Background: an optimization exercise with open tools, aiming at small area. Do not read the settings as production practice.
In this exercise RTL edits were held to simulation tests only and were not proved equivalent to the original.
Power is estimated from default activity; no workload was simulated.

==> inputs of wip/raven <==
// hdlc
module hdlc #(
  parameter FCS_TYPE  = 2,
  parameter ADD_WIDTH = 7
) (
  output reg    Tx,
  input         Rx,
  input         TxClkEn,
  input         RxClkEn,
  input         TxEN,
  input         RxEn,
  input         RST_I,
  input         CLK_I,
  input  [2:0]  ADR_I,
  output reg [31:0] DAT_O,
  input  [31:0] DAT_I,
  input         WE_I,
  input         STB_I,
  output reg    ACK_O,
  input         CYC_I,
  output        RTY_O,
  output reg    TAG0_O,
  output reg    TAG1_O
);
Settings: LEC_CHECK=0, CAP_MARGIN=10, CORE_MARGIN=2, CORE_UTILIZATION=60, GPL_TIMING_DRIVEN=0, PLACE_DENSITY=0.8, SLEW_MARGIN=10, SYNTH_HIERARCHICAL=1, SYNTH_MINIMUM_KEEP_SIZE=0; clock period 10.0 ns.
standard.sh (not shown) runs the stock make flow with config.mk's settings and CLKGATE_MAP_FILE= SYNTH_SCRIPT=/design/flow/synth_recipe.tcl, a recipe that flattens the netlist after the stock synthesis.
==> flow/flow/run.sh <==
#!/bin/bash
# The standard layout (standard.sh, with the standard synthesis), with
# three knobs changed through make variables:
#  - the buffers that synthesis (ABC) inserted are removed at floorplan, so
#    that the resizer buffers only the nets that need it;
#  - ports are buffered with the smallest buffer;
#  - the clock tree uses clkbuf_16 sink clusters of up to 26 flip-flops
#    within 80 um, and no dummy loads.
# The make output goes to flow_make.log; each ORFS step writes its own log
# under orfs/logs/.
set -euo pipefail
cd "$(dirname "$0")/.."
bash standard.sh \
  REMOVE_ABC_BUFFERS=1 \
  "BUFFER_PORTS_ARGS=-buffer_cell sky130_fd_sc_hd__buf_1" \
  "CTS_ARGS=-sink_clustering_enable -repair_clock_nets -sink_clustering_size 26 -sink_clustering_max_diameter 80 -buf_list sky130_fd_sc_hd__clkbuf_16 -dont_use_dummy_load" \
  finish > flow_make.log 2>&1
==> inputs of wip/quartz, as changes to wip/raven <==
--- a/flow/design.v
+++ b/flow/design.v
@@ -3,18 +3,10 @@
   input  [7:0] d0, d1, d2,
   output [7:0] y
 );
   assign y = ~((d0 & {8{s[0]}}) | (d1 & {8{s[1]}}) | (d2 & {8{s[2]}}));
 endmodule
-module hdlc_wsel (
-  input        WR,
-  input  [7:0] rd,
-  input  [7:0] Data_In,
-  output [7:0] wd
-);
-  assign wd = WR ? rd : Data_In;
-endmodule
 module hdlc_spmem #(
   parameter DEPTH       = 128,
   parameter DEFAULT_OUT = 1'b1
 ) (
   input            clk,
@@ -29,29 +21,25 @@
   wire [3*NG-1:0] sel;              
   wire [8*3*NG-1:0] q;              
   wire [8*NG-1:0] y;                
   reg  [7:0]      rd;
   integer i;
-  localparam NW = 4;
-  wire [8*NW-1:0] wd;
+  wire [7:0] wd = WR ? rd : Data_In;
   genvar g;
   generate
     for (g = 0; g < 3*NG; g = g + 1) begin : row
       if (g < DEPTH) begin : m
         reg [7:0] data;
         assign sel[g] = (add == g);
         always @(posedge clk)
-          if (sel[g]) data <= wd[8*(g*NW/DEPTH) +: 8];
+          if (sel[g]) data <= wd;
         assign q[8*g +: 8] = data;
       end else begin : e
         assign sel[g] = 1'b0;
         assign q[8*g +: 8] = 8'h00;
       end
     end
-    for (g = 0; g < NW; g = g + 1) begin : wsel
-      hdlc_wsel ws (.WR(WR), .rd(rd), .Data_In(Data_In), .wd(wd[8*g +: 8]));
-    end
     for (g = 0; g < NG; g = g + 1) begin : grp
       hdlc_rd3 rd3 (.s(sel[3*g +: 3]), .d0(q[8*(3*g) +: 8]), .d1(q[8*(3*g+1) +: 8]),
                     .d2(q[8*(3*g+2) +: 8]), .y(y[8*g +: 8]));
     end
   endgenerate
@@ -63,12 +51,14 @@
   always @(posedge clk or posedge rst)
     if (rst)
       used <= 8'd0;
     else if (!WR && ({1'b0, add} == used))
       used <= used + 1'b1;
-  always @(posedge clk) begin
-    if (!WR)
+  always @(posedge clk or posedge rst) begin
+    if (rst)
+      Data_Out <= {8{DEFAULT_OUT}};
+    else if (!WR)
       Data_Out <= {8{DEFAULT_OUT}};
     else if ({1'b0, add} < used)
       Data_Out <= rd;
     else
       Data_Out <= 8'h00;
@@ -98,12 +88,12 @@
   output reg    TAG1_O
 );
   localparam [6:0] MAX_ADDRESS = 7'h7F;
   assign RTY_O = 1'b0;
   reg        ack_0, ack_1, ack_2, ack_3, ack_4;
-  reg  [4:1] DATO_0;    
-  reg  [4:1] DATO_2;    
+  reg  [4:0] DATO_0;    
+  reg  [4:0] DATO_2;
   reg [31:0] DATO_3;
   reg  [6:0] DATO_4;
   reg        en_0, en_1, en_2, en_3, en_4;
   reg  [2:0] wb_counter;
   reg        rst_count;
@@ -118,12 +108,12 @@
   reg        rd3_acc;    
   reg  [7:0] DAT_O_lo;
   always @(*) DAT_O = {DATO_3[31:8] & {24{rd3_acc}}, DAT_O_lo};
   always @(posedge CLK_I) begin
     case (ADR_I)
-      3'b000:  DAT_O_lo <= {3'b000, DATO_0[4:1], TAG0_O};
-      3'b010:  DAT_O_lo <= {3'b000, DATO_2[4:1], TAG1_O};
+      3'b000:  DAT_O_lo <= {3'b000, DATO_0};
+      3'b010:  DAT_O_lo <= {3'b000, DATO_2};
       3'b011:  DAT_O_lo <= DATO_3[7:0];
       3'b100:  DAT_O_lo <= {1'b0, DATO_4};
       default: DAT_O_lo <= 8'h00;
     endcase
   end
@@ -177,11 +167,11 @@
         ACK_O <= 1'b0;
         en_0 <= 1'b0; en_1 <= 1'b0; en_2 <= 1'b0; en_3 <= 1'b0; en_4 <= 1'b0;
       end
     end
   end
-  always @(posedge CLK_I) DATO_0[4:1] <= {Tx_Full, Tx_AbortedTrans_D2, 2'b00};
+  always @(posedge CLK_I) DATO_0 <= {Tx_Full, Tx_AbortedTrans_D2, 2'b00, TxDone};
   always @(posedge CLK_I) begin
     if (RST_I) begin
       ack_0    <= 1'b0;
       TxEnable <= 1'b0;
       TxAbort  <= 1'b0;
@@ -203,11 +193,11 @@
     end else begin
       Txwr  <= WE_I && en_1 && !wb_counter[2];
       ack_1 <= WE_I && en_1 && (wb_counter == 3'd3);
     end
   end
-  always @(posedge CLK_I) DATO_2[4:1] <= {Rx_Buff_Overflow, Rx_AbortSignal_D2, Rx_FrameError_D2, Rx_FCSerr};
+  always @(posedge CLK_I) DATO_2 <= {Rx_Buff_Overflow, Rx_AbortSignal_D2, Rx_FrameError_D2, Rx_FCSerr, RxRdy_int};
   always @(posedge CLK_I) begin
     if (RST_I) ack_2 <= 1'b0;
     else       ack_2 <= en_2;
   end
   always @(posedge CLK_I) begin
@@ -275,12 +265,13 @@
   assign Tx_Full = (tb_Count == MAX_ADDRESS);
   always @(posedge CLK_I or posedge RST_I)
     if (RST_I)             tb_Count <= 7'd0;
     else if (tb_rst_count) tb_Count <= 7'd0;
     else if (tb_en_Count)  tb_Count <= tb_Count + 1'b1;
-  always @(posedge CLK_I)
-    if (tb_load_FrSize) tb_FrameSize <= tb_Count;
+  always @(posedge CLK_I or posedge RST_I)
+    if (RST_I)               tb_FrameSize <= 7'd0;
+    else if (tb_load_FrSize) tb_FrameSize <= tb_Count;
   always @(posedge CLK_I or posedge RST_I)
     if (RST_I) tb_p_state <= TB_IDLE;
     else       tb_p_state <= tb_n_state;
   always @(*) begin
     case (tb_p_state)
@@ -346,121 +337,88 @@
   localparam TF_IDLE = 4'd0, TF_READ = 4'd1, TF_WRITE = 4'd2, TF_WAIT = 4'd3,
              TF_SETZ1 = 4'd4, TF_WRITEZ1 = 4'd5, TF_SETZ2 = 4'd6, TF_WAIT2 = 4'd7,
              TF_WAIT_STATE1 = 4'd8, TF_WAIT_STATE2 = 4'd9, TF_WAIT_STATE3 = 4'd10;
   reg [15:0] tf_FCS;
   reg [3:0]  tf_state;
-  wire [15:0] tf_crc      = crc16_d8((tf_state == TF_READ) ? TxDataOutBuff : 8'hFF, tf_FCS);
-  wire [15:0] tf_crc_data = tf_crc;
-  wire [15:0] tf_crc_ones = tf_crc;
-  reg [15:0] tf_FCS_n;
-  reg [7:0]  TXD_n;
-  always @(*) begin
-    tf_FCS_n = tf_FCS;
-    TXD_n    = TXD;
-    case (tf_state)
-      TF_IDLE: begin
-        tf_FCS_n = 16'hFFFF;
-        TXD_n    = 8'h00;
-      end
-      TF_READ: begin
-        tf_FCS_n = tf_crc_data;
-        TXD_n    = TxDataOutBuff;
-      end
-      TF_WAIT: begin
-        if (TxDataAvail) begin
-          TXD_n = TxDataOutBuff;
-        end else begin
-          TXD_n    = 8'hFF;
-          tf_FCS_n = TxFCSen ? tf_crc_ones : 16'hFFFF;
-        end
-      end
-      TF_SETZ1: begin
-        tf_FCS_n = tf_crc_ones;
-        TXD_n    = 8'hFF;
-      end
-      TF_SETZ2: begin
-        if (Tx_rdy_D2)
-          TXD_n = ~{tf_FCS[8], tf_FCS[9], tf_FCS[10], tf_FCS[11],
-                    tf_FCS[12], tf_FCS[13], tf_FCS[14], tf_FCS[15]};
-        else
-          TXD_n = 8'hFF;
-      end
-      TF_WAIT2: begin
-        if (Tx_rdy_D2)
-          TXD_n = ~{tf_FCS[0], tf_FCS[1], tf_FCS[2], tf_FCS[3],
-                    tf_FCS[4], tf_FCS[5], tf_FCS[6], tf_FCS[7]};
-        else
-          TXD_n = 8'hFF;
-      end
-      default: ;
-    endcase
-  end
-  always @(posedge CLK_I) begin
-    tf_FCS <= tf_FCS_n;
-    TXD    <= TXD_n;
-  end
+  wire [15:0] tf_crc_data = crc16_d8(TxDataOutBuff, tf_FCS);
+  wire [15:0] tf_crc_ones = crc16_d8(8'hFF, tf_FCS);
   always @(posedge CLK_I or posedge RST_I) begin
     if (RST_I) begin
+      tf_FCS           <= 16'hFFFF;
       Tx_ValidFrame_D2 <= 1'b0;
       Tx_WriteByte_D2  <= 1'b0;
+      TXD              <= 8'h00;
       Tx_RdBuff        <= 1'b0;
       tf_state         <= TF_IDLE;
     end else begin
       case (tf_state)
         TF_IDLE: begin
+          tf_FCS           <= 16'hFFFF;
           Tx_ValidFrame_D2 <= TxDataAvail;
           Tx_WriteByte_D2  <= 1'b0;
+          TXD              <= 8'h00;
           if (Tx_rdy_D2) begin
             tf_state  <= TF_READ;
             Tx_RdBuff <= 1'b1;
           end else begin
             tf_state  <= TF_IDLE;
             Tx_RdBuff <= 1'b0;
           end
         end
         TF_READ: begin
+          tf_FCS           <= tf_crc_data;
           Tx_ValidFrame_D2 <= 1'b1;
           Tx_WriteByte_D2  <= 1'b1;
+          TXD              <= TxDataOutBuff;
           Tx_RdBuff        <= 1'b0;
           tf_state         <= TF_WAIT_STATE1;
         end
         TF_WAIT_STATE1: begin
           if (!Tx_rdy_D2) tf_state <= TF_WAIT;
         end
         TF_WAIT: begin
           Tx_ValidFrame_D2 <= 1'b1;
           Tx_WriteByte_D2  <= 1'b0;
           if (TxDataAvail) begin
+            TXD <= TxDataOutBuff;
             if (Tx_rdy_D2) begin
               Tx_RdBuff <= 1'b1;
               tf_state  <= TF_READ;
             end else begin
               Tx_RdBuff <= 1'b0;
               tf_state  <= TF_WAIT;
             end
           end else begin
+            TXD       <= 8'hFF;
             Tx_RdBuff <= 1'b0;
             if (TxFCSen) begin
+              tf_FCS   <= tf_crc_ones;
               tf_state <= TF_SETZ1;
             end else begin
+              tf_FCS   <= 16'hFFFF;
               tf_state <= TF_IDLE;
             end
           end
         end
         TF_SETZ1: begin
+          tf_FCS           <= tf_crc_ones;
           Tx_ValidFrame_D2 <= 1'b1;
           Tx_WriteByte_D2  <= 1'b0;
+          TXD              <= 8'hFF;
           Tx_RdBuff        <= 1'b0;
           tf_state         <= TF_SETZ2;
         end
         TF_SETZ2: begin
           Tx_ValidFrame_D2 <= 1'b1;
           Tx_RdBuff        <= 1'b0;
           if (Tx_rdy_D2) begin
             Tx_WriteByte_D2 <= 1'b1;
+            TXD <= ~{tf_FCS[8], tf_FCS[9], tf_FCS[10], tf_FCS[11],
+                     tf_FCS[12], tf_FCS[13], tf_FCS[14], tf_FCS[15]};
             tf_state <= TF_WAIT_STATE2;
           end else begin
+            TXD             <= 8'hFF;
             Tx_WriteByte_D2 <= 1'b0;
             tf_state        <= TF_SETZ2;
           end
         end
         TF_WAIT_STATE2: begin
@@ -469,12 +427,15 @@
         TF_WAIT2: begin
           Tx_ValidFrame_D2 <= 1'b1;
           Tx_RdBuff        <= 1'b0;
           if (Tx_rdy_D2) begin
             Tx_WriteByte_D2 <= 1'b1;
+            TXD <= ~{tf_FCS[0], tf_FCS[1], tf_FCS[2], tf_FCS[3],
+                     tf_FCS[4], tf_FCS[5], tf_FCS[6], tf_FCS[7]};
             tf_state <= TF_WAIT_STATE3;
           end else begin
+            TXD             <= 8'hFF;
             Tx_WriteByte_D2 <= 1'b0;
             tf_state        <= TF_WAIT2;
           end
         end
         TF_WAIT_STATE3: begin
@@ -799,69 +760,64 @@
   end
   reg [7:0] zd_DataRegister, zd_tempRegister, RxD;
   reg       zd_flag, zd_status, zd_rdy_var, Rx_rdy_D1;
   reg [2:0] zd_counter;
   reg [5:0] zd_checkreg;
+  reg [7:0] zd_tr_n;
   reg [2:0] zd_cnt_n;
   reg [5:0] zd_cr_n;
   reg       zd_zd, zd_st_n, zd_rv_n;
   reg       Rx_Readbyte_D1;
-  wire [2:0] zd_cnt_cur     = rc_initzero ? 3'd0 : zd_counter;
-  wire [5:0] zd_checkreg_n  = rc_initzero ? {fd_RXD, 5'b00000} : {fd_RXD, zd_checkreg[5:1]};
-  reg  [7:0] zd_tr_cur;
-  always @(*) begin
-    zd_tr_cur = zd_tempRegister;
-    zd_tr_cur[zd_cnt_cur] = fd_RXD;
-  end
   always @(posedge CLK_I or posedge RST_I) begin
     if (RST_I) begin
       zd_counter      <= 3'd0;
+      zd_tempRegister <= 8'h00;
+      zd_DataRegister <= 8'h00;
       zd_flag         <= 1'b0;
       zd_checkreg     <= 6'd0;
     end else if (RxClkEn && rc_enable) begin
+      zd_tr_n  = zd_tempRegister;
       zd_cnt_n = zd_counter;
       if (!rc_initzero) begin
         zd_cr_n = {fd_RXD, zd_checkreg[5:1]};
+        zd_tr_n[zd_cnt_n] = fd_RXD;
       end else begin
         zd_cr_n = {fd_RXD, 5'b00000};
         zd_cnt_n = 3'd0;
+        zd_tr_n[0] = fd_RXD;
       end
       zd_zd = !zd_cr_n[5] && (&zd_cr_n[4:0]);
       if (zd_zd) begin
         zd_flag <= 1'b0;
       end else begin
         if (zd_cnt_n == 3'd7) begin
+          zd_DataRegister <= zd_tr_n;
           zd_cnt_n = 3'd0;
           zd_flag <= 1'b1;
         end else begin
           zd_cnt_n = zd_cnt_n + 3'd1;
           zd_flag <= 1'b0;
         end
       end
+      zd_tempRegister <= zd_tr_n;
       zd_counter      <= zd_cnt_n;
       zd_checkreg     <= zd_cr_n;
     end
   end
-  always @(posedge CLK_I)
-    if (RxClkEn && rc_enable) begin
-      zd_tempRegister <= zd_tr_cur;
-      if (!(!zd_checkreg_n[5] && (&zd_checkreg_n[4:0])) && (zd_cnt_cur == 3'd7))
-        zd_DataRegister <= zd_tr_cur;
-    end
-  always @(posedge CLK_I)
-    if (RxClkEn && rc_enable && zd_flag) RxD <= zd_DataRegister;
   always @(posedge CLK_I or posedge RST_I) begin
     if (RST_I) begin
+      RxD        <= 8'h00;
       zd_status  <= 1'b0;
       zd_aval    <= 1'b1;
       zd_rdy_var <= 1'b0;
       Rx_rdy_D1  <= 1'b0;
     end else if (RxClkEn) begin
       zd_st_n = zd_status;
       zd_rv_n = zd_rdy_var;
       if (rc_enable && zd_flag) begin
         zd_st_n = 1'b1;
+        RxD <= zd_DataRegister;
         zd_rv_n = 1'b1;
       end
       if (Rx_Readbyte_D1) begin
         zd_st_n = 1'b0;
         zd_rv_n = 1'b0;
@@ -902,21 +858,21 @@
   reg        rf_WrBuff_i, rf_EOF_i, rf_FCSerr;
   reg [7:0]  Rx_DataBuff;
   reg        Rx_WrBuff, Rx_EOF;
   wire [15:0] rf_crc_next = crc16_d8(RxD, rf_FCS);
   assign Rx_FCSerr = rf_FCSerr;
-  always @(posedge CLK_I) begin
-    rf_FCS      <= rf_FCS_value;
-    Rx_DataBuff <= RxD;
-  end
   always @(posedge CLK_I or posedge RST_I) begin
     if (RST_I) begin
       rf_p_state  <= RF_IDLE;
+      rf_FCS      <= 16'hFFFF;
       Rx_WrBuff   <= 1'b0;
+      Rx_DataBuff <= 8'hFF;
       Rx_EOF      <= 1'b0;
     end else begin
       rf_p_state  <= rf_n_state;
+      rf_FCS      <= rf_FCS_value;
+      Rx_DataBuff <= RxD;
       Rx_WrBuff   <= rf_WrBuff_i;
       Rx_EOF      <= rf_EOF_i;
     end
   end
   always @(*) begin
==> flow/run.sh (new file) <==
#!/bin/bash
# synth_recipe.tcl (not shown) runs the flow's synth.tcl, then flattens the netlist and writes it again
# the make line also repeats each setting of config.mk as NAME=value (left out here)
make -C /OpenROAD-flow-scripts/flow DESIGN_CONFIG=/design/flow/config.mk WORK_HOME=/design/flow/orfs CLKGATE_MAP_FILE= SYNTH_SCRIPT=/design/flow/synth_recipe.tcl finish
==> flow/config.mk (replaced) <==
export PLATFORM = sky130hd
export DESIGN_NAME = hdlc
export DESIGN_NICKNAME = hdlc
export VERILOG_FILES = /design/flow/design.v
export SDC_FILE = /design/flow/constraint.sdc
export NUM_CORES = 4
export LEC_CHECK = 0
export CAP_MARGIN = 20
export CORE_MARGIN = 2
export CORE_UTILIZATION = 60
export CTS_BUF_LIST = sky130_fd_sc_hd__clkbuf_16
export CTS_CLUSTER_DIAMETER = 60
export CTS_CLUSTER_SIZE = 30
export PLACE_DENSITY = 0.8
export SLEW_MARGIN = 20
export SYNTH_HIERARCHICAL = 1
export SYNTH_MINIMUM_KEEP_SIZE = 0
removed: flow/flow/run.sh
removed: flow/standard.sh
==> inputs of wip/ember, as changes to wip/raven <==
--- a/flow/design.v
+++ b/flow/design.v
@@ -346,13 +346,12 @@
   localparam TF_IDLE = 4'd0, TF_READ = 4'd1, TF_WRITE = 4'd2, TF_WAIT = 4'd3,
              TF_SETZ1 = 4'd4, TF_WRITEZ1 = 4'd5, TF_SETZ2 = 4'd6, TF_WAIT2 = 4'd7,
              TF_WAIT_STATE1 = 4'd8, TF_WAIT_STATE2 = 4'd9, TF_WAIT_STATE3 = 4'd10;
   reg [15:0] tf_FCS;
   reg [3:0]  tf_state;
-  wire [15:0] tf_crc      = crc16_d8((tf_state == TF_READ) ? TxDataOutBuff : 8'hFF, tf_FCS);
-  wire [15:0] tf_crc_data = tf_crc;
-  wire [15:0] tf_crc_ones = tf_crc;
+  wire [15:0] tf_crc_data = crc16_d8(TxDataOutBuff, tf_FCS);
+  wire [15:0] tf_crc_ones = crc16_d8(8'hFF, tf_FCS);
   reg [15:0] tf_FCS_n;
   reg [7:0]  TXD_n;
   always @(*) begin
     tf_FCS_n = tf_FCS;
     TXD_n    = TXD;
==> summary.md <==
| Metric | Value |
|---|---|
| Status | timing/DRC/antenna clean |
| Initial antenna violation count | 7 |
| P per Cell Area | 206 nW/um2 |
| Critical Path AT | 5620 ps |
| Final instance area | 98200 um2 |
| Number of global-route vias before repair | 48900 |
| Most frequent cells in the layout | 2072 x edfxtp_1, 688 x a222oi_1, 370 x nor2_1, 288 x buf_4, 212 x dfrtp_1 |
| Reg-to-reg slack, setup | 4740 ps |
| Inverters, non-clock | 67 |
| Multi-input combinational area share | 17.5% |
| Comb. pwr | 1.75 mW |
| M2 GR Usage | 41.5% |
| Routed WL | 200000 um |
| Post-synth EDFFs | 2072 |
the above is filed under wip/quartz

==> summary.md <==
| Metric | Value |
|---|---|
| Comb. pwr | 1.69 mW |
| Number of global-route vias before repair | 45300 |
| Routed WL | 190000 um |
| Inverters, non-clock | 75 |
| Critical Path AT | 5720 ps |
| Clk network pwr share | 25.9% |
| Status | timing/DRC/antenna clean |
| P per Cell Area | 195 nW/um2 |
| Most frequent cells in the layout | 2143 x edfxtp_1, 688 x a222oi_1, 204 x nor2_1, 182 x nand2_1, 177 x nand4_1 |
| Post-synth EDFFs | 2143 |
| Final instance area | 94200 um2 |
| Multi-input combinational area share | 18.5% |
the above is filed under wip/ember

==> summary.md <==
| Metric | Value |
|---|---|
| Routed WL | 192000 um |
| Post-synth EDFFs | 2143 |
| Reg-to-reg slack, setup | 4040 ps |
| Most frequent cells in the layout | 2143 x edfxtp_1, 688 x a222oi_1, 223 x nor2_1, 190 x nand2_1, 175 x nand4_1 |
| M2 GR Usage | 39.0% |
| Inverters, non-clock | 74 |
| Status | timing/DRC/antenna clean |
| Initial antenna violation count | 4 |
| Comb. pwr | 1.81 mW |
the above is filed under wip/raven

[static timing again, ports no longer ideal]
Ports are ideal in the flow. The routed layouts listed here were re-timed in OpenROAD. Step 1 (the two cells are an assumption about what drives the block):
set clk [get_ports {CLK_I}]
set_driving_cell -lib_cell sky130_fd_sc_hd__clkbuf_16 $clk
set_driving_cell -lib_cell sky130_fd_sc_hd__buf_2 [delete_from_list [all_inputs] $clk]
Step 2 also shifts input and output timing later by t, the mid clock arrival at the registers, as if the neighbouring blocks saw the same clock. Slacks: no drivers / after step 1 / after step 2; pairs: no drivers / after step 1.
run	t (ns)	slack for setup (ns)	worst hold slack (ns)	worst slew at a driven data input, ns	pins driven straight from the clock port
wip/raven	0.823	4.039 / 4.039 / 4.039	0.338 / 0.338 / 0.338	0.05	1
wip/quartz	0.871	4.744 / 4.744 / 4.744	0.342 / 0.342 / 0.342	0.06	1
wip/ember	0.810	4.691 / 4.691 / 4.691	0.345 / 0.345 / 0.345	0.05	1
After both steps every run listed still meets setup and hold.
